This design comes from an exercise in tuning for small area on the open sky130 flow, not from production work. Function was checked by simulation only, so behaviour that the tests miss may differ from the original. No driver is modelled on the clock port, so clocking that relies on it looks cheaper here than on a real chip. Power figures rest on the tool's default switching activity, not on a simulated workload.

Setup of main:
==> module Stopwatch_main, before the edit <==
module Stopwatch_main(
    input clk,
    input wire rst,
    input wire start,
    input wire [1:0] mode,
    input wire [3:0] init_0,
    input wire [3:0] init_1,
    output [7:0] sseg,
    output [3:0] an
    );
    reg [3:0] e;
    reg [4:0] s;
    wire fast = e[1] & e[0];                     
    wire step = ~e[1] & e[0] & s[2] & s[1] & s[0];
    always @(posedge clk) begin
        if (rst) e <= 4'd14;
        else     e <= e + 4'd1;
        if (rst) s <= 5'd0;
        else     s <= {s[3:0], s[4] ^ s[1] ^ ~(s[2] | s[3])};
    end
    reg p, t, started, run;
    wire tick = t ^ (start & ~p);
    wire T_comp;
    always @(posedge clk) begin
        if (rst) begin
            p <= 1'b0;
            t <= 1'b0;
            started <= 1'b0;
            run <= 1'b0;
        end else if (step) begin
            p <= start;
            t <= tick;
            started <= started | tick | T_comp;
            run <= tick & ~T_comp;
        end
    end
    reg [4:0] k;
    reg [3:0] d0, d1, d2;
    reg cu;                 
    wire up = ~mode[1];
    wire n0 = d0[3] & d0[0];
    wire n1 = d1[3] & d1[0];
    wire n2 = d2[3] & d2[0];
    wire z0 = ~(d0[3] | d0[2] | d0[1] | d0[0]);
    wire z1 = ~(d1[3] | d1[2] | d1[1] | d1[0]);
    wire z2 = ~(d2[3] | d2[2] | d2[1] | d2[0]);
    wire big = k[4] | (k[3] & (k[2] | k[1]));    
    wire k9  = k[3] & k[0] & ~k[4];              
    wire kz  = ~(k[4] | k[3] | k[2] | k[1] | k[0]);
    assign T_comp = big | (cu ? (k9 & n2 & n1 & d0[3])
                              : (kz & z2 & z1 & ~d0[3] & ~d0[2] & ~d0[1]));
    wire c1 = up ? n0 : z0;
    wire c2 = c1 & (up ? n1 : z1);
    wire c3 = c2 & (up ? n2 : z2);
    wire top = k[4] & d2[1] & d2[0] & d1[3] & d0[1] & d0[0];
    wire wd  = ~up & c3 & kz;
    function [3:0] bump;
        input [3:0] d;
        input u;
        reg z;
        begin
            z = ~(d[3] | d[2] | d[1] | d[0]);
            bump[0] = ~d[0];
            bump[1] = u ? ((d[1] ^ d[0]) & ~d[3]) : (~(d[1] ^ d[0]) & (d[3] | d[2] | d[1]));
            bump[2] = u ? (d[2] ^ (d[1] & d[0])) : ((d[2] ^ (~d[1] & ~d[0])) & ~z);
            bump[3] = u ? (d[3] ? ~d[0] : (d[2] & d[1] & d[0])) : (d[3] ? d[0] : z);
        end
    endfunction
    wire [3:0] b0 = bump(d0, up);
    wire [3:0] b1 = bump(d1, up);
    wire [3:0] b2 = bump(d2, up);
    wire [3:0] s0 = {b0[3] & ~wd, b0[2], b0[1] | wd, b0[0]};
    wire [3:0] s1 = {b1[3], b1[2], b1[1], b1[0] & ~wd};
    wire [3:0] s2 = {b2[3] & ~wd, b2[2], b2[1] | wd, b2[0]};
    wire [4:0] kb = up ? k + 5'd1 : k - 5'd1;
    wire [4:0] sk = {kb[4], kb[3:0] & {4{~wd}}};
    wire ia = init_0[3] & (init_0[2] | init_0[1]);           
    wire [3:0] ih = {init_0[3] & ~ia,
                     ia ? (init_0[2] & init_0[1]) : init_0[2],
                     init_0[1] ^ ia,
                     init_0[0]};                             
    wire [4:0] ik = {1'b0, init_1} + {4'd0, ia};             
    wire iwrap = ik[4] & ih[2];                              
    wire [4:0] pk;
    wire [3:0] p0, p1, p2;
    assign pk = mode[0] ? (iwrap ? 5'd0 : ik)
                        : {1'b0, mode[1], 2'b00, mode[1]};
    assign p2 = mode[0] ? (iwrap ? {3'd0, init_0[0]} : ih)
                        : {mode[1], 2'b00, mode[1]};
    assign p1 = mode[0] ? {3'd0, iwrap}
                        : {mode[1], 2'b00, mode[1]};
    assign p0 = mode[0] ? {1'b0, iwrap, iwrap, 1'b0}
                        : {mode[1], 2'b00, mode[1]};
    wire ld  = ~started;
    wire go  = step & (ld | run);
    wire e1 = go & (ld | c1);
    wire e2 = go & (ld | c2);
    wire ek = go & (ld | c3);
    wire rT = rst | (step & started & run & up & top);
    always @(posedge clk) begin
        if (rst) cu <= 1'b1;
        else if (step) cu <= up;
        if (rT) begin
            k <= 5'd0; d2 <= 4'd0; d1 <= 4'd0; d0 <= 4'd0;
        end else begin
            if (go) d0 <= ld ? p0 : s0;
            if (e1) d1 <= ld ? p1 : s1;
            if (e2) d2 <= ld ? p2 : s2;
            if (ek) k  <= ld ? pk : sk;
        end
    end
    reg [3:0] dig;
    wire [1:0] nx = {e[3] ^ e[2], ~e[2]};    
    wire [3:0] d3 = big ? k[3:0] + 4'd6 : k[3:0];    
    always @(posedge clk) begin
        if (rst) dig <= 4'd15;
        else if (fast) begin
            case (nx)
                2'd0: dig <= d0;
                2'd1: dig <= d1;
                2'd2: dig <= d2;
                2'd3: dig <= d3;
            endcase
        end
    end
    wire [6:0] seg;
    assign seg[0] = (dig[0]&dig[1]&dig[2]) | (~dig[1]&~dig[2]&~dig[3]);
    assign seg[1] = (dig[0]&dig[1]) | (dig[1]&~dig[2]) | (dig[0]&~dig[2]&~dig[3]);
    assign seg[2] = (dig[0]) | (~dig[1]&dig[2]);
    assign seg[3] = (dig[0]&~dig[1]&~dig[2]) | (~dig[0]&~dig[1]&dig[2]) | (dig[0]&dig[1]&dig[2]);
    assign seg[4] = (~dig[0]&dig[1]&~dig[2]) | (dig[1]&dig[3]);
    assign seg[5] = ~((~dig[0]&~dig[1]) | (~dig[2]) | (dig[0]&dig[1]&~dig[3]));
    assign seg[6] = (~dig[0]&~dig[1]&dig[2]) | (dig[1]&dig[3]) | (dig[0]&~dig[1]&~dig[2]&~dig[3]);
    wire dark = dig[1] & dig[3];
    assign an[0] = dark | ~(~e[3] & ~e[2]);
    assign an[1] = dark | ~(~e[3] &  e[2]);
    assign an[2] = dark | ~( e[3] & ~e[2]);
    assign an[3] = dark | ~( e[3] &  e[2]);
    assign sseg = {an[2], seg};
endmodule
export LEC_CHECK = 0
export CAP_MARGIN = 20
export CORE_MARGIN = 2
export CORE_UTILIZATION = 50
export GPL_TIMING_DRIVEN = 0
export SLEW_MARGIN = 20
create_clock -name core_clock -period 12.0 [get_ports {clk}]
standard.sh (not shown) runs the stock make flow with config.mk's settings and CLKGATE_MAP_FILE= SYNTH_SCRIPT=/design/flow/synth_recipe.tcl, a recipe that flattens the netlist after the stock synthesis.
==> flow/flow/run.sh <==
#!/bin/bash
# Own layout flow: the standard flow (standard.sh) with these changes.
#  1. Synthesis is the standard synthesis (synth_recipe.tcl), except that
#     the final ABC technology mapping is run once with each of the scripts
#     flow/abc_map*.script (area-oriented: deepsyn with different seeds, then
#     &nf; no buffering or upsizing), and the mapping with the smallest cell
#     area is kept. Registers are not touched by ABC, so their names and
#     cell types are those of the standard synthesis.
#     Yosys's half/full adder extraction is off (ADDER_MAP_FILE empty), so
#     ABC maps the adders' logic with the rest.
#     Yosys's insbuf (a buffer between two outputs that carry the same
#     signal) uses sky130_fd_sc_hd__buf_1 instead of buf_4.
#  2. Port buffers are sky130_fd_sc_hd__buf_1 (BUFFER_PORTS_ARGS).
#  3. Clock tree: CTS_ARGS below (clkbuf_8 buffers, no dummy loads), then
#     flow/post_cts.tcl (POST_CTS_TCL) sizes lightly loaded clock buffers
#     down.
# Every tool's full output goes to a log file in the work folder; ORFS's own
# logs are under orfs/logs/.
set -euo pipefail
W=$(pwd)
FL="$W/flow"

# synthesis script: synth_recipe.tcl with ABC's mapping replaced
{
  head -n 1 synth_recipe.tcl
  cat <<TCL
proc abc {args} {
  set i [lsearch -exact \$args -script]
  set libs {}
  foreach lib \$::env(LIB_FILES) { lappend libs -liberty \$lib }
  yosys design -save own_abc_pre
  set best -1
  foreach s [lsort [glob "$FL/abc_map*.script"]] {
    yosys design -load own_abc_pre
    lset args [expr {\$i + 1}] \$s
    yosys abc {*}\$args
    yosys tee -q -o {$W/own_abc_area.txt} stat {*}\$libs
    set fh [open {$W/own_abc_area.txt} r]
    set txt [read \$fh]
    close \$fh
    if {![regexp {Chip area for module[^:]*:\s*([0-9.]+)} \$txt -> a]} { error "no area" }
    puts "own abc: \$s area \$a"
    if {\$best < 0 || \$a < \$best} {
      set best \$a
      yosys design -save own_abc_best
    }
  }
  yosys design -load own_abc_best
  puts "own abc: kept area \$best"
}
proc insbuf {args} {
  yosys insbuf -buf sky130_fd_sc_hd__buf_1 A X
}
TCL
  tail -n +2 synth_recipe.tcl
} > own_synth.tcl

# standard.sh with the synthesis script swapped
sed "s#$W/synth_recipe.tcl#$W/own_synth.tcl#g" standard.sh > own_standard.sh
grep -q own_synth.tcl own_standard.sh

# The standard synthesis in a folder of its own, to check register names
sed "s#WORK_HOME=$W/orfs #WORK_HOME=$W/orfs_std #" standard.sh > std_synth.sh
grep -q orfs_std std_synth.sh
bash std_synth.sh synth > "$W/std_synth.log" 2>&1

export ADDER_MAP_FILE=
export BUFFER_PORTS_ARGS="-buffer_cell sky130_fd_sc_hd__buf_1"
export CTS_ARGS="-root_buf sky130_fd_sc_hd__clkbuf_8 -buf_list sky130_fd_sc_hd__clkbuf_8 -sink_clustering_enable -dont_use_dummy_load -repair_clock_nets"
bash own_standard.sh synth > "$W/flow_synth.log" 2>&1

# the registers (instance names and cell types) must be the standard ones
regs() {
  grep -E '^ *sky130_fd_sc_hd__[a-z0-9]*df[a-z0-9]*_[0-9]+ ' "$1" \
    | awk '{sub(/_[0-9]+$/, "", $1); print $1, $2}' | sort
}
regs orfs_std/results/sky130hd/Stopwatch_main/base/1_2_yosys.v > regs_std.txt
regs orfs/results/sky130hd/Stopwatch_main/base/1_2_yosys.v > regs_own.txt
if ! cmp -s regs_std.txt regs_own.txt || grep -qE ' _[0-9]+_$' regs_own.txt; then
  echo "register names differ from the standard synthesis" >&2
  diff regs_std.txt regs_own.txt >&2 || true
  exit 1
fi

export POST_CTS_TCL="$FL/post_cts.tcl"
bash own_standard.sh > "$W/flow_make.log" 2>&1
test -s out/final.def
Other scripts of this flow, unchanged in this note and not shown: flow/flow/abc_map00.script, flow/flow/abc_map01.script, flow/flow/abc_map02.script, flow/flow/abc_map03.script, flow/flow/abc_map04.script, flow/flow/abc_map05.script, flow/flow/abc_map06.script, flow/flow/abc_map07.script, flow/flow/abc_map08.script, flow/flow/abc_map09.script, flow/flow/abc_map10.script, flow/flow/abc_map11.script, flow/flow/post_cts.tcl
> inputs changed (main -> the feature branch)
--- a/flow/design.v
+++ b/flow/design.v
@@ -32,32 +32,32 @@
             p <= start;
             t <= tick;
             started <= started | tick | T_comp;
             run <= tick & ~T_comp;
         end
     end
-    reg [4:0] k;
-    reg [3:0] d0, d1, d2;
+    reg q;
+    reg [3:0] d0, d1, d2, d3;
     reg cu;                 
     wire up = ~mode[1];
     wire n0 = d0[3] & d0[0];
     wire n1 = d1[3] & d1[0];
     wire n2 = d2[3] & d2[0];
     wire z0 = ~(d0[3] | d0[2] | d0[1] | d0[0]);
     wire z1 = ~(d1[3] | d1[2] | d1[1] | d1[0]);
     wire z2 = ~(d2[3] | d2[2] | d2[1] | d2[0]);
-    wire big = k[4] | (k[3] & (k[2] | k[1]));    
-    wire k9  = k[3] & k[0] & ~k[4];              
-    wire kz  = ~(k[4] | k[3] | k[2] | k[1] | k[0]);
-    assign T_comp = big | (cu ? (k9 & n2 & n1 & d0[3])
-                              : (kz & z2 & z1 & ~d0[3] & ~d0[2] & ~d0[1]));
+    wire n3 = d3[3] & d3[0];
+    wire z3 = ~(d3[3] | d3[2] | d3[1] | d3[0]);
+    assign T_comp = q | (cu ? (n3 & n2 & n1 & d0[3])
+                            : (z3 & z2 & z1 & ~d0[3] & ~d0[2] & ~d0[1]));
     wire c1 = up ? n0 : z0;
     wire c2 = c1 & (up ? n1 : z1);
     wire c3 = c2 & (up ? n2 : z2);
-    wire top = k[4] & d2[1] & d2[0] & d1[3] & d0[1] & d0[0];
-    wire wd  = ~up & c3 & kz;
+    wire c4 = c3 & (up ? n3 : z3);
+    wire top = q & d3[2] & d3[1] & d2[1] & d2[0] & d1[3] & d0[1] & d0[0];
+    wire wd  = ~up & c4 & ~q;
     function [3:0] bump;
         input [3:0] d;
         input u;
         reg z;
         begin
             z = ~(d[3] | d[2] | d[1] | d[0]);
@@ -67,55 +67,59 @@
             bump[3] = u ? (d[3] ? ~d[0] : (d[2] & d[1] & d[0])) : (d[3] ? d[0] : z);
         end
     endfunction
     wire [3:0] b0 = bump(d0, up);
     wire [3:0] b1 = bump(d1, up);
     wire [3:0] b2 = bump(d2, up);
+    wire [3:0] b3 = bump(d3, up);
     wire [3:0] s0 = {b0[3] & ~wd, b0[2], b0[1] | wd, b0[0]};
     wire [3:0] s1 = {b1[3], b1[2], b1[1], b1[0] & ~wd};
     wire [3:0] s2 = {b2[3] & ~wd, b2[2], b2[1] | wd, b2[0]};
-    wire [4:0] kb = up ? k + 5'd1 : k - 5'd1;
-    wire [4:0] sk = {kb[4], kb[3:0] & {4{~wd}}};
+    wire [3:0] s3 = {b3[3] & ~wd, b3[2] | wd, b3[1] | wd, b3[0] & ~wd};
+    wire sq = q ^ c4;
     wire ia = init_0[3] & (init_0[2] | init_0[1]);           
     wire [3:0] ih = {init_0[3] & ~ia,
                      ia ? (init_0[2] & init_0[1]) : init_0[2],
                      init_0[1] ^ ia,
                      init_0[0]};                             
     wire [4:0] ik = {1'b0, init_1} + {4'd0, ia};             
+    wire ibig = ik[4] | (ik[3] & (ik[2] | ik[1]));
+    wire [3:0] ith = ibig ? ik[3:0] + 4'd6 : ik[3:0];       
     wire iwrap = ik[4] & ih[2];                              
-    wire [4:0] pk;
-    wire [3:0] p0, p1, p2;
-    assign pk = mode[0] ? (iwrap ? 5'd0 : ik)
-                        : {1'b0, mode[1], 2'b00, mode[1]};
+    wire pq = mode[0] & ibig & ~iwrap;
+    wire [3:0] p0, p1, p2, p3;
+    assign p3 = mode[0] ? (iwrap ? 4'd0 : ith)
+                        : {mode[1], 2'b00, mode[1]};
     assign p2 = mode[0] ? (iwrap ? {3'd0, init_0[0]} : ih)
                         : {mode[1], 2'b00, mode[1]};
     assign p1 = mode[0] ? {3'd0, iwrap}
                         : {mode[1], 2'b00, mode[1]};
     assign p0 = mode[0] ? {1'b0, iwrap, iwrap, 1'b0}
                         : {mode[1], 2'b00, mode[1]};
     wire ld  = ~started;
     wire go  = step & (ld | run);
     wire e1 = go & (ld | c1);
     wire e2 = go & (ld | c2);
-    wire ek = go & (ld | c3);
+    wire e3 = go & (ld | c3);
+    wire eq = go & (ld | c4);
     wire rT = rst | (step & started & run & up & top);
     always @(posedge clk) begin
         if (rst) cu <= 1'b1;
         else if (step) cu <= up;
         if (rT) begin
-            k <= 5'd0; d2 <= 4'd0; d1 <= 4'd0; d0 <= 4'd0;
+            q <= 1'b0; d3 <= 4'd0; d2 <= 4'd0; d1 <= 4'd0; d0 <= 4'd0;
         end else begin
             if (go) d0 <= ld ? p0 : s0;
             if (e1) d1 <= ld ? p1 : s1;
             if (e2) d2 <= ld ? p2 : s2;
-            if (ek) k  <= ld ? pk : sk;
+            if (e3) d3 <= ld ? p3 : s3;
+            if (eq) q  <= ld ? pq : sq;
         end
     end
     reg [3:0] dig;
     wire [1:0] nx = {e[3] ^ e[2], ~e[2]};    
-    wire [3:0] d3 = big ? k[3:0] + 4'd6 : k[3:0];    
     always @(posedge clk) begin
         if (rst) dig <= 4'd15;
         else if (fast) begin
             case (nx)
                 2'd0: dig <= d0;
                 2'd1: dig <= d1;
Findings:
Taking main as the reference, in the feature branch placement-stage worst setup slack went down 0.26 ns; flip-flop and latch count ~0 delta.
In the metrics for main and the feature branch, the one carrying the higher maximum frequency from static timing analysis is main.
met3 track demand over resource of the feature branch is on par with main.
Core occupancy in the finished layout: the feature branch < main
Summary of the feature branch over main: cell area after technology mapping comparable; mux share of post-synthesis cell area now sits lower.
Diff main..the feature branch | clock sink count | unchanged
Post-route worst hold slack (the feature branch over main): decrease, 0.0070 ns
When the feature branch is measured against main, its fraction of power spent switching nets turns out 0.91 points higher.
Against main as the reference, the feature branch delivers a higher critical path depth.
Final area went down slightly going from main to the feature branch.

## re-timing with driven ports
How much do the figures lean on ideal ports? The routed layouts below were timed once more, with nothing changed but the port constraints. Step 1: set_driving_cell puts a clkbuf_16 on clk and a buf_2 on each other input, an assumption about the parent block. Step 2 moves the port delays by t, midway between the first and last clock arrival at a register: inputs arrive t later, outputs are due t later. That takes back most of the time a late clock gives input paths. Three values: ideal ports, drivers, drivers and shift; two values: the first two.
| run | t (ns) | setup slack, ns | worst setup path after step 2 |
|---|---|---|---|
| main | 0.375 | 7.395 / 7.392 / 7.017 | input to register |
| the feature branch | 0.383 | 7.216 / 7.214 / 6.831 | input to register |
After both steps setup and hold are still met in every run listed. For the feature branch, which loses most, drivers alone change the setup slack by -0.002 ns; drivers and shift together by -0.385 ns.
